Source: an optimization exercise on an open RTL-to-GDS flow (aim: small area and a short achievable clock period). Production flows keep margins and buffers that such runs may drop. Where RTL was checked, it was by simulation tests only, not by an equivalence proof against the original.

==> try-umber: inputs <==
==> flow/design.v <==
module fp_add (
  input  logic        clk,
  input  logic        rst,
  input  logic        in_vld,
  input  logic [31:0] a,
  input  logic [31:0] b,
  output logic        sum_vld,
  output logic [31:0] sum
);
  localparam bit CUT1 = 1;   
  localparam bit CUT2 = 1;   
  localparam bit CUT3 = 1;   
  localparam bit CUT4 = 1;   
  localparam bit CUT5 = 1;   
  function automatic logic lt32(input logic [31:0] xa, input logic [31:0] ya);
    logic [31:0] g, e;
    integer w, i;
    g = ~xa & ya;
    e = ~(xa ^ ya);
    for (w = 1; w < 32; w = w * 2)
      for (i = 0; i + w < 32; i = i + 2 * w) begin
        g[i] = g[i + w] | (e[i + w] & g[i]);
        e[i] = e[i + w] & e[i];
      end
    lt32 = g[0];
  endfunction
  function automatic logic [7:0] sub8(input logic [7:0] xa, input logic [7:0] ya);
    logic [8:0] g, p;
    logic [7:0] h;
    integer w, i;
    h = xa ^ ~ya;
    g = {xa & ~ya, 1'b1};
    p = {h, 1'b0};
    for (w = 1; w < 9; w = w * 2)
      for (i = 8; i >= 0; i--)
        if ((i / w) % 2 == 1) begin
          g[i] = g[i] | (p[i] & g[(i / w) * w - 1]);
          p[i] = p[i] & p[(i / w) * w - 1];
        end
    sub8 = h ^ g[7:0];
  endfunction
  function automatic logic [24:0] psum25(input logic [24:0] gi, input logic [24:0] pi,
                                         input logic ci);
    logic [25:0] g, p;
    integer w, i;
    g = {gi, ci};
    p = {pi, 1'b0};
    for (w = 1; w < 26; w = w * 2)
      for (i = 25; i >= 0; i--)
        if ((i / w) % 2 == 1) begin
          g[i] = g[i] | (p[i] & g[(i / w) * w - 1]);
          p[i] = p[i] & p[(i / w) * w - 1];
        end
    psum25 = pi ^ g[24:0];
  endfunction
  logic        swap, sub, ls;
  logic [31:0] x, y;
  logic [8:0]  dab, dba;
  logic [7:0]  dd;
  assign dab  = {1'b0, a[30:23]} - {1'b0, b[30:23]};
  assign dba  = {1'b0, b[30:23]} - {1'b0, a[30:23]};
  assign swap = lt32({24'd0, a[30:23]}, {24'd0, b[30:23]});
  assign x    = swap ? b : a;
  assign y    = swap ? a : b;
  assign dd   = dab[8] ? dba[7:0] : dab[7:0];
  assign sub  = a[31] ^ b[31];
  assign ls   = sub & (a[30:23] == b[30:23]) & lt32({9'd0, a[22:0]}, {9'd0, b[22:0]});
  logic        v1, s1, sub1, ls1, far1;
  logic [7:0]  e1;
  logic [22:0] mq1, my1;   
  logic [4:0]  d1;
  if (CUT1) begin : g_cut1
    always_ff @(posedge clk) begin
      if (rst) v1 <= 1'b0;
      else     v1 <= in_vld;
      s1   <= ls ? b[31] : x[31];
      e1   <= x[30:23];
      mq1  <= a[22:0] ^ b[22:0];
      my1  <= y[22:0];
      d1   <= dd[4:0];
      far1 <= dd[7:5] != 3'd0;
      sub1 <= sub;
      ls1  <= ls;
    end
  end else begin : g_nocut1
    assign v1   = in_vld;
    assign s1   = ls ? b[31] : x[31];
    assign e1   = x[30:23];
    assign mq1  = a[22:0] ^ b[22:0];
    assign my1  = y[22:0];
    assign d1   = dd[4:0];
    assign far1 = dd[7:5] != 3'd0;
    assign sub1 = sub;
    assign ls1  = ls;
  end
  logic [23:0] ys;
  logic [24:0] xo, yo, gg, pp;
  logic [22:0] mx1;
  assign mx1 = mq1 ^ my1;   
  assign ys = far1 ? 24'd0 : ({1'b1, my1} >> d1);
  assign xo = {2'b01, mx1} ^ {25{ls1}};
  assign yo = {1'b0, ys} ^ {25{sub1 & ~ls1}};
  assign gg = xo & yo;
  assign pp = xo ^ yo;
  logic        v2, s2, c2;
  logic [7:0]  e2;
  logic [24:0] g2, p2;
  if (CUT2) begin : g_cut2
    always_ff @(posedge clk) begin
      if (rst) v2 <= 1'b0;
      else     v2 <= v1;
      s2 <= s1;
      e2 <= e1;
      g2 <= gg;
      p2 <= pp;
      c2 <= sub1;
    end
  end else begin : g_nocut2
    assign v2 = v1;
    assign s2 = s1;
    assign e2 = e1;
    assign g2 = gg;
    assign p2 = pp;
    assign c2 = sub1;
  end
  logic [24:0] u;
  assign u = psum25(g2, p2, c2);
  logic        v3, s3;
  logic [7:0]  e3;
  logic [24:0] u3;
  if (CUT3) begin : g_cut3
    always_ff @(posedge clk) begin
      if (rst) v3 <= 1'b0;
      else     v3 <= v2;
      s3 <= s2;
      e3 <= e2;
      u3 <= u;
    end
  end else begin : g_nocut3
    assign v3 = v2;
    assign s3 = s2;
    assign e3 = e2;
    assign u3 = u;
  end
  logic [24:0] n1, n2, n3;
  logic [2:0]  lzh;
  logic [3:0] z4;
  assign lzh[2] = u3[24:9] == 16'd0;
  assign lzh[1] = lzh[2] ? u3[8:1] == 8'd0 : u3[24:17] == 8'd0;
  assign z4     = {u3[24:21] == 4'd0, u3[16:13] == 4'd0, u3[8:5] == 4'd0, !u3[0]};
  assign lzh[0] = z4[~lzh[2:1]];
  assign n1     = lzh[2] ? {u3[8:0], 16'd0} : u3;
  assign n2     = lzh[1] ? {n1[16:0], 8'd0} : n1;
  assign n3     = lzh[0] ? {n2[20:0], 4'd0} : n2;
  logic        v4, s4;
  logic [7:0]  e4;
  logic [2:0]  lzh4;
  logic [24:0] n34;
  if (CUT4) begin : g_cut4
    always_ff @(posedge clk) begin
      if (rst) v4 <= 1'b0;
      else     v4 <= v3;
      s4  <= s3;
      e4   <= e3 + 8'd1;
      lzh4 <= lzh;
      n34  <= n3;
    end
  end else begin : g_nocut4
    assign v4  = v3;
    assign s4  = s3;
    assign e4   = e3 + 8'd1;
    assign lzh4 = lzh;
    assign n34  = n3;
  end
  logic [24:0] n4, n5;
  logic [1:0]  lzl;
  assign lzl[1] = n34[24:23] == 2'd0;
  assign n4     = lzl[1] ? {n34[22:0], 2'd0} : n34;
  assign lzl[0] = !n4[24];
  assign n5     = lzl[0] ? {n4[23:0], 1'b0} : n4;
  logic        nz;
  logic [31:0] res;
  assign nz  = n5[24];
  assign res = {s4 & nz, sub8(e4, {3'd0, lzh4, lzl}) & {8{nz}}, n5[23:1]};
  if (CUT5) begin : g_cut5
    always_ff @(posedge clk) begin
      if (rst) sum_vld <= 1'b0;
      else     sum_vld <= v4;
      sum <= res;
    end
  end else begin : g_nocut5
    assign sum_vld = v4;
    assign sum     = res;
  end
endmodule
==> flow/flow/run.sh <==
#!/bin/bash
# The standard layout, with the ports buffered by the smallest plain buffer
# (buf_1) instead of the delay buffer ORFS picks by default.
set -euo pipefail
bash standard.sh BUFFER_PORTS_ARGS="-buffer_cell sky130_fd_sc_hd__buf_1" finish > standard.log 2>&1
==> flow/standard.sh <==
#!/bin/bash
# synth_recipe.tcl (not shown) runs the flow's synth.tcl, then flattens the netlist and writes it again
# the make line also repeats each setting of config.mk as NAME=value (left out here)
make -C /OpenROAD-flow-scripts/flow DESIGN_CONFIG=/design/flow/config.mk WORK_HOME=/design/flow/orfs CLKGATE_MAP_FILE= SYNTH_SCRIPT=/design/flow/synth_recipe.tcl "${@:-finish}"
==> flow/config.mk <==
export PLATFORM = sky130hd
export DESIGN_NAME = fp_add
export DESIGN_NICKNAME = fp_add
export VERILOG_FILES = /design/flow/design.v
export SDC_FILE = /design/flow/constraint.sdc
export NUM_CORES = 4
export LEC_CHECK = 0
export ABC_AREA = 1
export CAP_MARGIN = 20
export CORE_MARGIN = 2
export CORE_UTILIZATION = 40
export CTS_BUF_LIST = sky130_fd_sc_hd__clkbuf_4 sky130_fd_sc_hd__clkbuf_8
export CTS_CLUSTER_DIAMETER = 50
export CTS_CLUSTER_SIZE = 16
export PLACE_DENSITY = 0.6
export SETUP_SLACK_MARGIN = 1.3
export SLEW_MARGIN = 20
==> flow/constraint.sdc <==
create_clock -name core_clock -period 3.5 [get_ports {clk}]
set_input_delay 0.7000 -clock core_clock [delete_from_list [all_inputs] [get_ports {clk}]]
set_output_delay 0.7000 -clock core_clock [all_outputs]
set_load 0.01 [all_outputs]
==> inputs of try-willow, as changes to try-umber <==
--- a/flow/design.v
+++ b/flow/design.v
@@ -66,7 +66,7 @@
   assign sub  = a[31] ^ b[31];
   assign ls   = sub & (a[30:23] == b[30:23]) & lt32({9'd0, a[22:0]}, {9'd0, b[22:0]});
-  logic        v1, s1, sub1, ls1, far1;
+  logic        v1, s1, sub1, ls1;
   logic [7:0]  e1;
-  logic [22:0] mq1, my1;   
+  logic [22:0] mx1, my1;
   logic [4:0]  d1;
   if (CUT1) begin : g_cut1
@@ -76,8 +76,7 @@
       s1   <= ls ? b[31] : x[31];
       e1   <= x[30:23];
-      mq1  <= a[22:0] ^ b[22:0];
+      mx1  <= x[22:0];
       my1  <= y[22:0];
-      d1   <= dd[4:0];
-      far1 <= dd[7:5] != 3'd0;
+      d1   <= (dd[7:5] != 3'd0) ? 5'd31 : dd[4:0];   
       sub1 <= sub;
       ls1  <= ls;
@@ -87,8 +86,7 @@
     assign s1   = ls ? b[31] : x[31];
     assign e1   = x[30:23];
-    assign mq1  = a[22:0] ^ b[22:0];
+    assign mx1  = x[22:0];
     assign my1  = y[22:0];
-    assign d1   = dd[4:0];
-    assign far1 = dd[7:5] != 3'd0;
+    assign d1   = (dd[7:5] != 3'd0) ? 5'd31 : dd[4:0];
     assign sub1 = sub;
     assign ls1  = ls;
@@ -96,7 +94,5 @@
   logic [23:0] ys;
   logic [24:0] xo, yo, gg, pp;
-  logic [22:0] mx1;
-  assign mx1 = mq1 ^ my1;   
-  assign ys = far1 ? 24'd0 : ({1'b1, my1} >> d1);
+  assign ys = {1'b1, my1} >> d1;
   assign xo = {2'b01, mx1} ^ {25{ls1}};
   assign yo = {1'b0, ys} ^ {25{sub1 & ~ls1}};
==> inputs of try-maple, as changes to try-umber <==
==> flow/design.v, changed modules only <==
module fp_add (
  input  logic        clk,
  input  logic        rst,
  input  logic        in_vld,
  input  logic [31:0] a,
  input  logic [31:0] b,
  output logic        sum_vld,
  output logic [31:0] sum
);
  localparam bit CUT1 = 1;   
  localparam bit CUT2 = 1;   
  localparam bit CUT3 = 1;   
  localparam bit CUT4 = 1;   
  localparam bit CUT5 = 1;   
  function automatic logic lt32(input logic [31:0] xa, input logic [31:0] ya);
    logic [31:0] g, e;
    integer w, i;
    g = ~xa & ya;
    e = ~(xa ^ ya);
    for (w = 1; w < 32; w = w * 2)
      for (i = 0; i + w < 32; i = i + 2 * w) begin
        g[i] = g[i + w] | (e[i + w] & g[i]);
        e[i] = e[i + w] & e[i];
      end
    lt32 = g[0];
  endfunction
  function automatic logic [24:0] psum25(input logic [24:0] gi, input logic [24:0] pi,
                                         input logic ci);
    logic [25:0] g, p;
    integer w, i;
    g = {gi, ci};
    p = {pi, 1'b0};
    for (w = 1; w < 26; w = w * 2)
      for (i = 25; i >= 0; i--)
        if ((i / w) % 2 == 1) begin
          g[i] = g[i] | (p[i] & g[(i / w) * w - 1]);
          p[i] = p[i] & p[(i / w) * w - 1];
        end
    psum25 = pi ^ g[24:0];
  endfunction
  logic        swap, sub, ls;
  logic [31:0] x, y;
  logic [8:0]  dab, dba;
  logic [7:0]  dd;
  assign dab  = {1'b0, a[30:23]} - {1'b0, b[30:23]};
  assign dba  = {1'b0, b[30:23]} - {1'b0, a[30:23]};
  assign swap = dab[8];
  assign x    = swap ? b : a;
  assign y    = swap ? a : b;
  assign dd   = swap ? dba[7:0] : dab[7:0];
  assign sub  = a[31] ^ b[31];
  assign ls   = sub & (a[30:23] == b[30:23]) & lt32({9'd0, a[22:0]}, {9'd0, b[22:0]});
  logic        v1, s1, sub1, ls1, far1;
  logic [7:0]  e1;
  logic [22:0] mx1, my1;
  logic [4:0]  d1;
  if (CUT1) begin : g_cut1
    always_ff @(posedge clk) begin
      if (rst) v1 <= 1'b0;
      else     v1 <= in_vld;
      s1   <= ls ? b[31] : x[31];
      e1   <= x[30:23];
      mx1  <= x[22:0];
      my1  <= y[22:0];
      d1   <= dd[4:0];
      far1 <= dd[7:5] != 3'd0;
      sub1 <= sub;
      ls1  <= ls;
    end
  end else begin : g_nocut1
    assign v1   = in_vld;
    assign s1   = ls ? b[31] : x[31];
    assign e1   = x[30:23];
    assign mx1  = x[22:0];
    assign my1  = y[22:0];
    assign d1   = dd[4:0];
    assign far1 = dd[7:5] != 3'd0;
    assign sub1 = sub;
    assign ls1  = ls;
  end
  logic [23:0] ys;
  logic [24:0] xo, yo, gg, pp;
  assign ys = far1 ? 24'd0 : ({1'b1, my1} >> d1);
  assign xo = {2'b01, mx1} ^ {25{ls1}};
  assign yo = {1'b0, ys} ^ {25{sub1 & ~ls1}};
  assign gg = xo & yo;
  assign pp = xo ^ yo;
  logic        v2, s2, c2;
  logic [7:0]  e2;
  logic [24:0] g2, p2;
  if (CUT2) begin : g_cut2
    always_ff @(posedge clk) begin
      if (rst) v2 <= 1'b0;
      else     v2 <= v1;
      s2 <= s1;
      e2 <= e1;
      g2 <= gg;
      p2 <= pp;
      c2 <= sub1;
    end
  end else begin : g_nocut2
    assign v2 = v1;
    assign s2 = s1;
    assign e2 = e1;
    assign g2 = gg;
    assign p2 = pp;
    assign c2 = sub1;
  end
  logic [24:0] u;
  assign u = psum25(g2, p2, c2);
  logic        v3, s3;
  logic [7:0]  e3;
  logic [24:0] u3;
  if (CUT3) begin : g_cut3
    always_ff @(posedge clk) begin
      if (rst) v3 <= 1'b0;
      else     v3 <= v2;
      s3 <= s2;
      e3 <= e2;
      u3 <= u;
    end
  end else begin : g_nocut3
    assign v3 = v2;
    assign s3 = s2;
    assign e3 = e2;
    assign u3 = u;
  end
  logic [24:0] n1, n2, n3;
  logic [2:0]  lzh;
  assign lzh[2] = u3[24:9] == 16'd0;
  assign n1     = lzh[2] ? {u3[8:0], 16'd0} : u3;
  assign lzh[1] = n1[24:17] == 8'd0;
  assign n2     = lzh[1] ? {n1[16:0], 8'd0} : n1;
  assign lzh[0] = n2[24:21] == 4'd0;
  assign n3     = lzh[0] ? {n2[20:0], 4'd0} : n2;
  logic        v4, s4;
  logic [7:0]  e4;
  logic [2:0]  lzh4;
  logic [24:0] n34;
  if (CUT4) begin : g_cut4
    always_ff @(posedge clk) begin
      if (rst) v4 <= 1'b0;
      else     v4 <= v3;
      s4  <= s3;
      e4   <= e3 + 8'd1;
      lzh4 <= lzh;
      n34  <= n3;
    end
  end else begin : g_nocut4
    assign v4  = v3;
    assign s4  = s3;
    assign e4   = e3 + 8'd1;
    assign lzh4 = lzh;
    assign n34  = n3;
  end
  logic [24:0] n4, n5;
  logic [1:0]  lzl;
  assign lzl[1] = n34[24:23] == 2'd0;
  assign n4     = lzl[1] ? {n34[22:0], 2'd0} : n34;
  assign lzl[0] = !n4[24];
  assign n5     = lzl[0] ? {n4[23:0], 1'b0} : n4;
  logic        nz;
  logic [31:0] res;
  assign nz  = n5[24];
  assign res = {s4 & nz, (e4 - {3'd0, lzh4, lzl}) & {8{nz}}, n5[23:1]};
  if (CUT5) begin : g_cut5
    always_ff @(posedge clk) begin
      if (rst) sum_vld <= 1'b0;
      else     sum_vld <= v4;
      sum <= res;
    end
  end else begin : g_nocut5
    assign sum_vld = v4;
    assign sum     = res;
  end
endmodule
==> flow/config.mk (replaced) <==
export PLATFORM = sky130hd
export DESIGN_NAME = fp_add
export DESIGN_NICKNAME = fp_add
export VERILOG_FILES = /design/flow/design.v
export SDC_FILE = /design/flow/constraint.sdc
export NUM_CORES = 4
export LEC_CHECK = 0
export CAP_MARGIN = 20
export CORE_MARGIN = 2
export CORE_UTILIZATION = 40
export CTS_CLUSTER_DIAMETER = 80
export CTS_CLUSTER_SIZE = 30
export PLACE_DENSITY = 0.6
export SETUP_SLACK_MARGIN = 1.0
export SLEW_MARGIN = 20
==> out/qor.txt <==
Vias per cell: 4.55
Most common cell on crit path: inv_1
Post-Route WL: 23,100 um
Xor/xnor share of the synthesized area: 0.0631
Clk slew on worst S/H paths: 0.09 ns
M1 GR Usage: 0.205
Outcome: no timing/DRC/antenna violations
DR iter-0 viols: 522
Post-CTS sizing: 4
The numbers above come from try-umber.

==> out/qor.txt <==
Clk slew on worst S/H paths: 0.10 ns
Reg area: 4610 sq um
Synth area leader: dfxtp_1
M1 GR Usage: 0.190
Outcome: no timing/DRC/antenna violations
Post-CTS sizing: 15
Most common cell on crit path: mux4_2
Xor/xnor share of the synthesized area: 0.0668
DR iter-0 viols: 415
Post-Route WL: 20,100 um
The numbers above come from try-maple.

==> out/qor.txt <==
Most common cell on crit path: o21ai_1
M1 GR Usage: 0.214
Synth Net Count: 1,579
Post-CTS sizing: 9
Post-Route WL: 23,300 um
Worst hold path type: reg -> reg
Clk slew on worst S/H paths: 0.09 ns
Vias per cell: 4.66
Outcome: no timing/DRC/antenna violations
DR iter-0 viols: 598
Xor/xnor share of the synthesized area: 0.0516
The numbers above come from try-willow.

The RTL of try-umber and try-willow was laid out without a check of its function.

## afterwards: timing with drivers on the ports
The results above use ideal ports. As a check the final layouts listed here were re-extracted and re-timed, cells and wires unchanged. Step 1 (the two cells are an assumption about what drives the block):
set clk [get_ports {clk}]
set_driving_cell -lib_cell sky130_fd_sc_hd__clkbuf_16 $clk
set_driving_cell -lib_cell sky130_fd_sc_hd__buf_2 [delete_from_list [all_inputs] $clk]
Step 2 times the ports against the registers' clock, not the clock port: input delays grow and output delays shrink by t, the midpoint of the rising clock arrivals with the driver on. Three values: no drivers, after step 1, after step 2; two values: the first two.
| run | t (ns) | setup WS [ns] | latest minus earliest clock arrival (ns) |
|---|---|---|---|
| try-umber | 0.599 | 1.411 / 1.411 / 0.941 | 0.025 / 0.025 |
| try-willow | 0.579 | 1.458 / 1.458 / 0.939 | 0.018 / 0.017 |
| try-maple | 0.530 | 1.054 / 1.054 / 0.628 | 0.048 / 0.048 |
After both steps every run listed still meets setup and hold. The setup slack of try-willow, which loses most, moves by 0.000 ns with the drivers and by -0.519 ns with both steps.
